Context: an optimization exercise on an open-source flow, tuned for small area and a short achievable clock period. The choices shown serve that exercise and are no tape-out recipe.
The RTL was checked by simulation tests, not by an equivalence proof against the original design.
Power figures rest on the tool's default switching activity, not on a simulated workload.

==> trial 51 <==
## conv_1_control
module conv_1_control #(
    parameter
        AXI_HP_BIT   = 64,
        ADDR_WIDTH   = 14,
        DATA_WIDTH   = 16,
        ROW_WIDTH    = 10,
        COLUMN_WIDTH = 9,
        MAC_WIDTH    = DATA_WIDTH + DATA_WIDTH,
        OUT_WIDTH    = MAC_WIDTH + 4
)(
    input  wire                    clk,
    input  wire                    reset,
    input  wire                    sudo_reset,
    input  wire                    conv1_en,
    output wire                    conv1_done,
    input  wire [9:0]              in_row,
    input  wire [9:0]              in_column,
    input  wire [11:0]             input_channel,
    input  wire [11:0]             output_channel,
    output wire                    in_rd_en,
    output wire [ADDR_WIDTH:0]     in_rd_addr,
    input  wire [AXI_HP_BIT-1:0]   in_rd_data,
    output reg                     we_rd_en,
    output wire [ADDR_WIDTH-1:0]   we_rd_addr,
    input  wire [AXI_HP_BIT-1:0]   we_rd_data,
    output reg                     out_wr_en,
    output wire [ADDR_WIDTH-1:0]   out_wr_addr,
    output wire [AXI_HP_BIT-1:0]   out_wr_data
);
clock: 140.0 ns
lec_check: 0
cap_margin: 30
core_margin: 2
core_utilization: 40
slew_margin: 30
synth_hierarchical: 1
run.sh (not shown) runs the stock make flow with config.mk's settings and CLKGATE_MAP_FILE= SYNTH_SCRIPT=/design/flow/synth_recipe.tcl, a recipe that flattens the netlist after the stock synthesis.
==> inputs of trial 37, as changes to trial 51 <==
--- a/flow/design.v
+++ b/flow/design.v
@@ -14,27 +14,28 @@
     input  wire                    sudo_reset,
     input  wire                    conv1_en,
     output wire                    conv1_done,
     input  wire [9:0]              in_row,
     input  wire [9:0]              in_column,
     input  wire [11:0]             input_channel,
     input  wire [11:0]             output_channel,
-    output wire                    in_rd_en,
+    output reg                     in_rd_en,
     output wire [ADDR_WIDTH:0]     in_rd_addr,
     input  wire [AXI_HP_BIT-1:0]   in_rd_data,
     output reg                     we_rd_en,
     output wire [ADDR_WIDTH-1:0]   we_rd_addr,
     input  wire [AXI_HP_BIT-1:0]   we_rd_data,
     output reg                     out_wr_en,
     output wire [ADDR_WIDTH-1:0]   out_wr_addr,
     output wire [AXI_HP_BIT-1:0]   out_wr_data
 );
-    reg s_idle, s_lw, s_ld, s_conv, s_la, s_store, s_del, s_next, s_done;
+    reg s_idle, s_lw, s_ld, s_la, s_store, s_del, s_next, s_done;
     assign conv1_done = s_done;
-    assign in_rd_en   = s_conv;
+    wire s_conv;
+    assign s_conv = we_rd_en & ~s_ld;
     reg [11:0] ic_q, oc_q;
     reg [11:0] cc;           
     reg [5:0]  nc;           
     reg [10:0] x;            
     reg [10:0] rn;           
     reg [13:0] wa;           
     reg [12:0] oa;           
@@ -76,25 +77,26 @@
     wire [13:0] wsum;
     wire        wc13;
     conv1_add #(.W(13)) u_wadd (.a(wa[12:0]), .b(wb[12:0]), .ci(s_del | wa_inc), .y({wc13, wsum[12:0]}));
     assign wsum[13] = wa[13] ^ wb[13] ^ (wc13 & ~ic_zero);
     wire [13:0] oa_inc;
     conv1_inc #(.W(13)) u_oa_inc (.a(oa), .ci(s_lw & out_wr_en), .y(oa_inc));
     wire [11:0] xsum;
-    conv1_add #(.W(11)) u_xadd (.a(x), .b(nn), .ci(1'b0), .y(xsum));
+    wire        xc1;
+    conv1_ha u_xh0 (.a(x[0]), .b(nn[0]), .s(xsum[0]), .co(xc1));
+    conv1_add #(.W(10)) u_xadd (.a(x[10:1]), .b(nn[10:1]), .ci(xc1), .y(xsum[11:1]));
     wire n_is1  = !n_big && (nn == 11'd1);
     wire bit10  = xsum[10] & ~n_is1;
     wire [10:0] ra_n = s_conv ? {10'h3ff, ~bit10} : rn;
     wire ba = s_conv ? xsum[9] : s_store ? x[7] : (s_del | s_next) ? x[5] : s_lw ? x[3] : x[1];
     wire bb = s_conv ? xsum[8] : s_store ? x[6] : (s_del | s_next) ? x[4] : s_lw ? x[2] : x[0];
     wire [10:0] rb_n, rc_n;
     conv1_divstep u_dsa (.rn(ra_n), .b(ba), .n(nn), .big(n_big), .rn_o(rb_n));
     conv1_divstep u_dsb (.rn(rb_n), .b(bb), .n(nn), .big(n_big), .rn_o(rc_n));
-    wire [11:0] xnew;
-    conv1_inc #(.W(11)) u_xinc (.a(~rc_n), .ci(1'b1), .y(xnew));
+    wire [10:0] xnew = 11'd0 - rc_n;
     wire [7:0] b_one, b_two, b_neg;
     genvar gi;
     generate
         for (gi = 0; gi < 8; gi = gi + 1) begin : g_booth
             wire bm1 = (gi == 0) ? 1'b0 : wl_q[2*gi-1];
             wire b0  = wl_q[2*gi];
             wire b1  = wl_q[2*gi+1];
@@ -119,26 +121,26 @@
     wire sl3 = s_conv & a3;
     wire [15:0] wsel = ({16{sl0}} & we_rd_data[15:0])  | ({16{sl1}} & we_rd_data[31:16]) |
                        ({16{sl2}} & we_rd_data[47:32]) | ({16{sl3}} & we_rd_data[63:48]) |
                        ({16{s_la}} & {16{we_rd_data[63]}}) |
                        ({16{s_idle}} & {6'd0, in_column});
     always @(posedge clk or negedge reset) begin
         if (!reset) begin
-            s_idle <= 1'b1; s_lw <= 1'b0; s_ld <= 1'b0; s_conv <= 1'b0; s_la <= 1'b0;
+            s_idle <= 1'b1; s_lw <= 1'b0; s_ld <= 1'b0; in_rd_en <= 1'b0; s_la <= 1'b0;
             s_store <= 1'b0; s_del <= 1'b0; s_next <= 1'b0; s_done <= 1'b0;
             we_rd_en <= 1'b0; out_wr_en <= 1'b0;
         end else if (sudo_reset) begin
-            s_idle <= 1'b1; s_lw <= 1'b0; s_ld <= 1'b0; s_conv <= 1'b0; s_la <= 1'b0;
+            s_idle <= 1'b1; s_lw <= 1'b0; s_ld <= 1'b0; in_rd_en <= 1'b0; s_la <= 1'b0;
             s_store <= 1'b0; s_del <= 1'b0; s_next <= 1'b0; s_done <= 1'b0;
             we_rd_en <= 1'b0; out_wr_en <= 1'b0;
         end else begin
             s_idle  <= (s_idle & ~conv1_en) | s_done;
             s_lw    <= (s_idle & conv1_en) | s_la | s_del | (s_next & ~umatch);
             s_ld    <= s_lw | (s_conv & ~last & ~a3);
-            s_conv  <= s_ld;
+            in_rd_en <= s_ld;
             s_la    <= s_conv & ~last & a3;
             s_store <= s_conv & last;
             s_del   <= s_store & ~ncmatch;
             s_next  <= s_store & ncmatch;
             s_done  <= s_next & umatch;
             we_rd_en  <= s_lw | s_ld;
             out_wr_en <= s_store | s_del | s_next;
@@ -179,17 +181,19 @@
     input  wire [10:0] rn,
     input  wire        b,
     input  wire [10:0] n,
     input  wire        big,
     output wire [10:0] rn_o
 );
     wire [11:0] tn = {rn, ~b};
-    wire [12:0] s;
-    conv1_add #(.W(12)) u_add (.a(tn), .b({1'b0, n}), .ci(1'b0), .y(s));
-    wire keep = s[12] | big;
+    wire [11:0] s;
+    wire        c1;
+    conv1_ha u_h0 (.a(tn[0]), .b(n[0]), .s(s[0]), .co(c1));
+    conv1_add #(.W(10)) u_add (.a(tn[10:1]), .b(n[10:1]), .ci(c1), .y(s[11:1]));
+    wire keep = (tn[11] & s[11]) | big;
     assign rn_o = keep ? tn[10:0] : s[10:0];
 endmodule
 module conv1_add #(parameter W = 8) (
     input  wire [W-1:0] a,
     input  wire [W-1:0] b,
     input  wire         ci,
     output wire [W:0]   y
==> flow/flow/run.sh (new file) <==
#!/bin/bash
set -euo pipefail
cat >> config.mk <<'EOC'
export BUFFER_PORTS_ARGS = -buffer_cell sky130_fd_sc_hd__buf_1
export CTS_ARGS = -sink_clustering_enable -repair_clock_nets -dont_use_dummy_load -buf_list {sky130_fd_sc_hd__clkbuf_8 sky130_fd_sc_hd__clkbuf_16} -sink_clustering_size 24 -sink_clustering_max_diameter 80
EOC
bash standard.sh > standard.log 2>&1
==> flow/standard.sh (new file) <==
#!/bin/bash
# synth_recipe.tcl (not shown) runs the flow's synth.tcl, then flattens the netlist and writes it again
# the make line also repeats each setting of config.mk as NAME=value (left out here)
make -C /OpenROAD-flow-scripts/flow DESIGN_CONFIG=/design/flow/config.mk WORK_HOME=/design/flow/orfs CLKGATE_MAP_FILE= SYNTH_SCRIPT=/design/flow/synth_recipe.tcl "${@:-finish}"
Settings changed: BUFFER_PORTS_ARGS set to -buffer_cell sky130_fd_sc_hd__buf_1, CAP_MARGIN 30 to 10, CTS_ARGS set to -sink_clustering_enable -repair_clock_nets -dont_use_dummy_load -buf_list {sky130_fd_sc_hd__clkbuf_8 sky130_fd_sc_hd__clkbuf_16} -sink_clustering_size 24 -sink_clustering_max_diameter 80, SLEW_MARGIN 30 to 10.
removed: flow/run.sh
==> notes <==
- Between trial 51 and trial 37, the lower worst setup slack is in trial 51 (gap 0.41 ns).
- Between trial 37 and trial 51, the lower wire length is in trial 37 (gap 2.3%, measured against trial 51).
- Between trial 37 and trial 51, the lower clock skew is in trial 51 (gap 0.056 ns).
- In trial 51 the hold slack is worse than in trial 37, by 0.011 ns.
- In sequential cell count, trial 37 and trial 51 do not differ.
- In trial 51 the total power is lower than in trial 37, by 0.58%.
==> figures <==
GPL Wtd Cong: trial 37 0.853; trial 51 0.824
Number of cells on the worst reg-to-reg path: trial 37 41; trial 51 54
Critical Path Max Stage Delay: trial 37 0.41 ns; trial 51 0.60 ns
Non-clock inverter count: trial 37 10; trial 51 19
Largest net degree at the start of global routing: trial 37 64; trial 51 78
Cell internal pwr: trial 37 0.340 mW; trial 51 0.356 mW
Worst EP arrival: trial 37 1.19 ns; trial 51 1.60 ns
Core box area: trial 37 55,100 um^2; trial 51 56,200 um^2
Result of the run: trial 37 complete, no violations; trial 51 complete, no violations
Multi-input gates: trial 37 1,462; trial 51 1,460
Total area of multi-input combinational cells: trial 37 15,300 um^2; trial 51 15,600 um^2
Fin cells: trial 37 2,840; trial 51 2,895
Switching power share of the total: trial 37 0.427; trial 51 0.397

==> what the ideal ports hide <==
The results above use ideal ports. As a check the final layouts listed here were re-extracted and re-timed, cells and wires unchanged. Step 1 assumes that a clkbuf_16 drives the clock port and a buf_2 every other input. Step 2 also shifts input and output timing later by t, the mid clock arrival at the registers, as if the neighbouring blocks saw the same clock. a / b / c = no drivers / after step 1 / after step 2; a / b = the first two.
run | t, ns | setup WS [ns] | hold WS [ns] | latest minus earliest clock arrival (ns) | cell pins on the clock port's net
trial 51 | 0.626 | 110.396 / 110.339 / 110.636 | 0.476 / 0.476 / 0.476 | 0.028 / 0.028 | 1
trial 37 | 0.605 | 110.808 / 110.751 / 110.997 | 0.486 / 0.486 / 0.486 | 0.085 / 0.084 | 1
After both steps setup and hold are still met in every run listed.
